Source: an optimization exercise on an open RTL-to-GDS flow (aim: small area, a short achievable clock period and few clock cycles). Production flows keep margins and buffers that such runs may drop. At most, simulation tests tie the RTL to the original design; equivalence was not proved.

## main
==> flow/design.v (excerpt) <==
module PE (
	input clk,
	input rst,
	input PE_en,
	input [13-1:0] i_config,
	input [32-1:0] ifmap,
	input [32-1:0] filter,
	input [32-1:0] ipsum,
	input ifmap_valid,
	input filter_valid,
	input ipsum_valid,
	input opsum_ready,
	output reg [32-1:0] opsum,
	output reg ifmap_ready,
	output reg filter_ready,
	output reg ipsum_ready,
	output reg opsum_valid
);
Size: roughly 3600 cells after synthesis, ~150 I/O pins.
export LEC_CHECK = 0
export CAP_MARGIN = 20
export CORE_MARGIN = 2
export CORE_UTILIZATION = 40
export CTS_CLUSTER_DIAMETER = 80
export CTS_CLUSTER_SIZE = 30
export SLEW_MARGIN = 20
create_clock -name core_clock -period 12.0 [get_ports {clk}]
standard.sh (not shown) runs the stock make flow with config.mk's settings and CLKGATE_MAP_FILE= SYNTH_SCRIPT=/design/flow/synth_recipe.tcl, a recipe that flattens the netlist after the stock synthesis.
==> flow/flow/run.sh <==
#!/bin/bash
# Layout flow: the standard synthesis, then a netlist pass (fapol.py) that
# re-polarises full adders to drop the inverters synthesis leaves between them,
# then the standard ORFS layout with repair_timing asked for extra setup margin.
set -euo pipefail
RES=$PWD/orfs/results/sky130hd/PE/base
LIB=$FLOW_HOME/platforms/sky130hd/lib/sky130_fd_sc_hd__tt_025C_1v80.lib
bash standard.sh synth > synth.log 2>&1
cp $RES/1_2_yosys.v $RES/1_2_yosys.orig.v
python3 flow/fapol.py $LIB $RES/1_2_yosys.orig.v $RES/1_2_yosys.v > fapol.log 2>&1
rm -f $RES/1_synth.odb
bash standard.sh SETUP_SLACK_MARGIN=8.4 TNS_END_PERCENT=100 'BUFFER_PORTS_ARGS=-buffer_cell sky130_fd_sc_hd__buf_2' finish > standard.log 2>&1
Other scripts of this flow, unchanged in this note and not shown: flow/flow/fapol.py
Inputs modified between main and the feature branch:
diff --git a/flow/design.v b/flow/design.v
--- a/flow/design.v
+++ b/flow/design.v
@@ -140,37 +140,37 @@
 end
 always @(posedge clk) begin
 	if (p_fire) p0 <= ipsum;
 end
 always @(posedge clk or posedge rst) begin
 	if (rst) begin
 		np <= 1'b0; ipsum_ready <= 1'b0;
 	end else begin
 		np <= np_next;
 		ipsum_ready <= !np_next | c_go_next;
 	end
 end
-always @(posedge clk) begin
-	if (PE_en && !busy) begin
-		cdw <= i_config[12]; crs <= i_config[11:10]; cst <= i_config[9];
-		cp <= i_config[8:7]; ccol <= i_config[6:2]; cq <= i_config[1:0];
-	end
-	xen <= xen_n; dwl <= dwl_n; lm <= xen_n & {3{dwl_n}};
-end
 always @(posedge clk or posedge rst) begin
 	if (rst) begin
 		busy <= 1'b0;
+		cdw <= 1'b0; crs <= 2'd0; cst <= 1'b0; cp <= 2'd0; ccol <= 5'd0; cq <= 2'd0;
 		ci <= 5'd0; ki <= 2'd0; idone <= 1'b0;
+		xen <= 12'd0; dwl <= 4'd0; lm <= 12'd0;
 	end else begin
-		if (PE_en && !busy) busy <= 1'b1;
+		if (PE_en && !busy) begin
+			busy <= 1'b1;
+			cdw <= i_config[12]; crs <= i_config[11:10]; cst <= i_config[9];
+			cp <= i_config[8:7]; ccol <= i_config[6:2]; cq <= i_config[1:0];
+		end
+		xen <= xen_n; dwl <= dwl_n; lm <= xen_n & {3{dwl_n}};
 		if (job_end) begin
 			busy <= 1'b0; ci <= 5'd0; ki <= 2'd0; idone <= 1'b0;
 		end else if (issue) begin
 			if (last_in_col) begin
 				ki <= 2'd0;
 				if (last_col) idone <= 1'b1; else ci <= ci + 5'd1;
 			end else begin
 				ki <= ki + 2'd1;
 			end
 		end
 	end
 end
Findings:
NOTE area after detailed placement main->the feature branch increased slightly
Against main, the feature branch comes in 0.056 ns higher on setup slack.
Area of the core delta (main -> the feature branch): insignificant
In the feature branch, the synthesized instance count came out 57 above the value in main.
The final-layout non-clock buffer area share of the feature branch falls short of that of main by 0.23 points.
Testbench counts of the feature branch, summed over its fixed seeds: cycles 10,032.
Function not checked in main: the RTL went through the layout flow alone.

--- another note on this design; it stands on its own ---

// PE
module PE (
	input clk,
	input rst,
	input PE_en,
	input [13-1:0] i_config,
	input [32-1:0] ifmap,
	input [32-1:0] filter,
	input [32-1:0] ipsum,
	input ifmap_valid,
	input filter_valid,
	input ipsum_valid,
	input opsum_ready,
	output reg [32-1:0] opsum,
	output reg ifmap_ready,
	output reg filter_ready,
	output reg ipsum_ready,
	output reg opsum_valid
);
Size in the first run: roughly 4100 cells after synthesis, roughly 150 I/O pins.
export LEC_CHECK = 0
export CAP_MARGIN = 20
export CORE_MARGIN = 2
export CORE_UTILIZATION = 40
export CTS_CLUSTER_DIAMETER = 80
export CTS_CLUSTER_SIZE = 30
export SLEW_MARGIN = 20
create_clock -name core_clock -period 12.0 [get_ports {clk}]
standard.sh (not shown) runs the stock make flow with config.mk's settings and CLKGATE_MAP_FILE= SYNTH_SCRIPT=/design/flow/synth_recipe.tcl, a recipe that flattens the netlist after the stock synthesis.
==> flow/flow/run.sh <==
#!/bin/bash
# Layout flow: the standard synthesis, then a netlist pass (fapol.py) that
# re-polarises full adders to drop the inverters synthesis leaves between them,
# then the standard ORFS layout with repair_timing asked for extra setup margin.
set -euo pipefail
RES=$PWD/orfs/results/sky130hd/PE/base
LIB=$FLOW_HOME/platforms/sky130hd/lib/sky130_fd_sc_hd__tt_025C_1v80.lib
bash standard.sh synth > synth.log 2>&1
cp $RES/1_2_yosys.v $RES/1_2_yosys.orig.v
python3 flow/fapol.py $LIB $RES/1_2_yosys.orig.v $RES/1_2_yosys.v > fapol.log 2>&1
rm -f $RES/1_synth.odb
bash standard.sh SETUP_SLACK_MARGIN=8.2 TNS_END_PERCENT=100 'BUFFER_PORTS_ARGS=-buffer_cell sky130_fd_sc_hd__buf_2' finish > standard.log 2>&1
Other scripts of this flow, unchanged in this note and not shown: flow/flow/fapol.py
The baseline produced a clean layout.
Edit:
--- a/flow/design.v
+++ b/flow/design.v
@@ -94,28 +94,32 @@
 	if (i_fire && nq_pop == 3'd3) q3 <= iword;
 end
 wire [2:0] nq_next = nq_pop + {2'b0, i_fire};
 reg [31:0] p0;
 wire np_next = (np & !c_go) | p_fire;
 wire vB_next = adv ? vA : vB;
 wire sfull_next = !o_take & (sfull | c_go);
 wire c_go_next = vB_next & np_next & !sfull_next;
 wire adv_n = !vB_next | c_go_next;
 wire [1:0] ki_n = issue ? (last_in_col ? 2'd0 : ki + 2'd1) : ki;
 wire [4:0] ci_n = (issue & last_in_col & !last_col) ? ci + 5'd1 : ci;
 wire idone_n = idone | (issue & last_in_col & last_col);
+wire fdone_n = fdone | (f_fire & f_last);
 wire lic_n = (ki_n == nout_m1);
 wire lc_n = (ci_n == ccol);
-wire filt_ok_n = cdw ? (kw != 3'd0) : (kw > {1'b0, ki_n});
-wire pop_n = busy & !job_end & !idone_n & filt_ok_n & adv_n & lic_n & !lc_n;
+wire win_ok_n = (nq_next > {1'b0, crs}) & (!lic_n | lc_n | !cst | (nq_next >= 3'd2));
+wire [2:0] kw_n = kw + {2'b0, f_fire & f_rowlast};
+wire filt_ok_n = cdw ? (kw_n != 3'd0) : (kw_n > {1'b0, ki_n});
+wire fin_ok_n = !(lic_n & lc_n) | fdone_n;
+wire pop_n = busy & !job_end & !idone_n & win_ok_n & filt_ok_n & fin_ok_n & adv_n & lic_n & !lc_n;
 always @(posedge clk or posedge rst) begin
 	if (rst) begin
 		nq <= 3'd0; ifmap_ready <= 1'b0;
 	end else if (job_end) begin
 		nq <= 3'd0; ifmap_ready <= 1'b1;
 	end else begin
 		nq <= nq_next;
 		ifmap_ready <= (nq_next != 3'd4) | pop_n;
 	end
 end
 always @(posedge clk) begin
 	if (p_fire) p0 <= ipsum;
Outcome: The changed run finished clean; non-clock buffer count went up by 9; worst setup slack is worse by 160 ps; maximum frequency went down by a few percent; core utilization went down by 0.14 points; design area went up slightly; clock-buffer cell count went down by 4; synthesized area went up by a few percent; global-route usage barely changes; hold slack is worse by 19 ps; flip-flop and latch count stays the same.
No run of this note included a check of the RTL's function; only the layout flow was run.

static timing again, ports no longer ideal:
Ports are ideal in the flow. The routed layouts listed here were re-timed in OpenROAD. Step 1: set_driving_cell puts a clkbuf_16 on clk and a buf_2 on each other input, an assumption about the parent block. Step 2 adds t to the input delays and takes it off the output delays; t is the mean of the earliest and latest rising clock arrival at the registers after step 1. Input paths then give back, and output paths get back, about the clock's delay inside the block. Slacks: no drivers / after step 1 / after step 2; pairs: no drivers / after step 1.
run	t (ns)	setup slack, ns	hold slack, ns	clock arrival spread, ns	worst register clock-pin slew, ns
main	0.748	8.235 / 8.241 / 7.541	0.302 / 0.302 / 0.302	0.046 / 0.046	0.12 / 0.12
the feature branch	0.742	8.291 / 8.252 / 7.729	0.316 / 0.316 / 0.316	0.077 / 0.077	0.11 / 0.11
the first run of note 2	0.771	8.168 / 8.168 / 7.437	0.437 / 0.437 / 0.437	0.102 / 0.102	0.12 / 0.12
the second run of note 2	0.766	8.013 / 8.044 / 7.278	0.418 / 0.418 / 0.418	0.107 / 0.106	0.12 / 0.12
After both steps setup and hold are still met in every run listed. For the second run of note 2, which loses most, drivers alone change the setup slack by +0.031 ns; drivers and shift together by -0.735 ns.
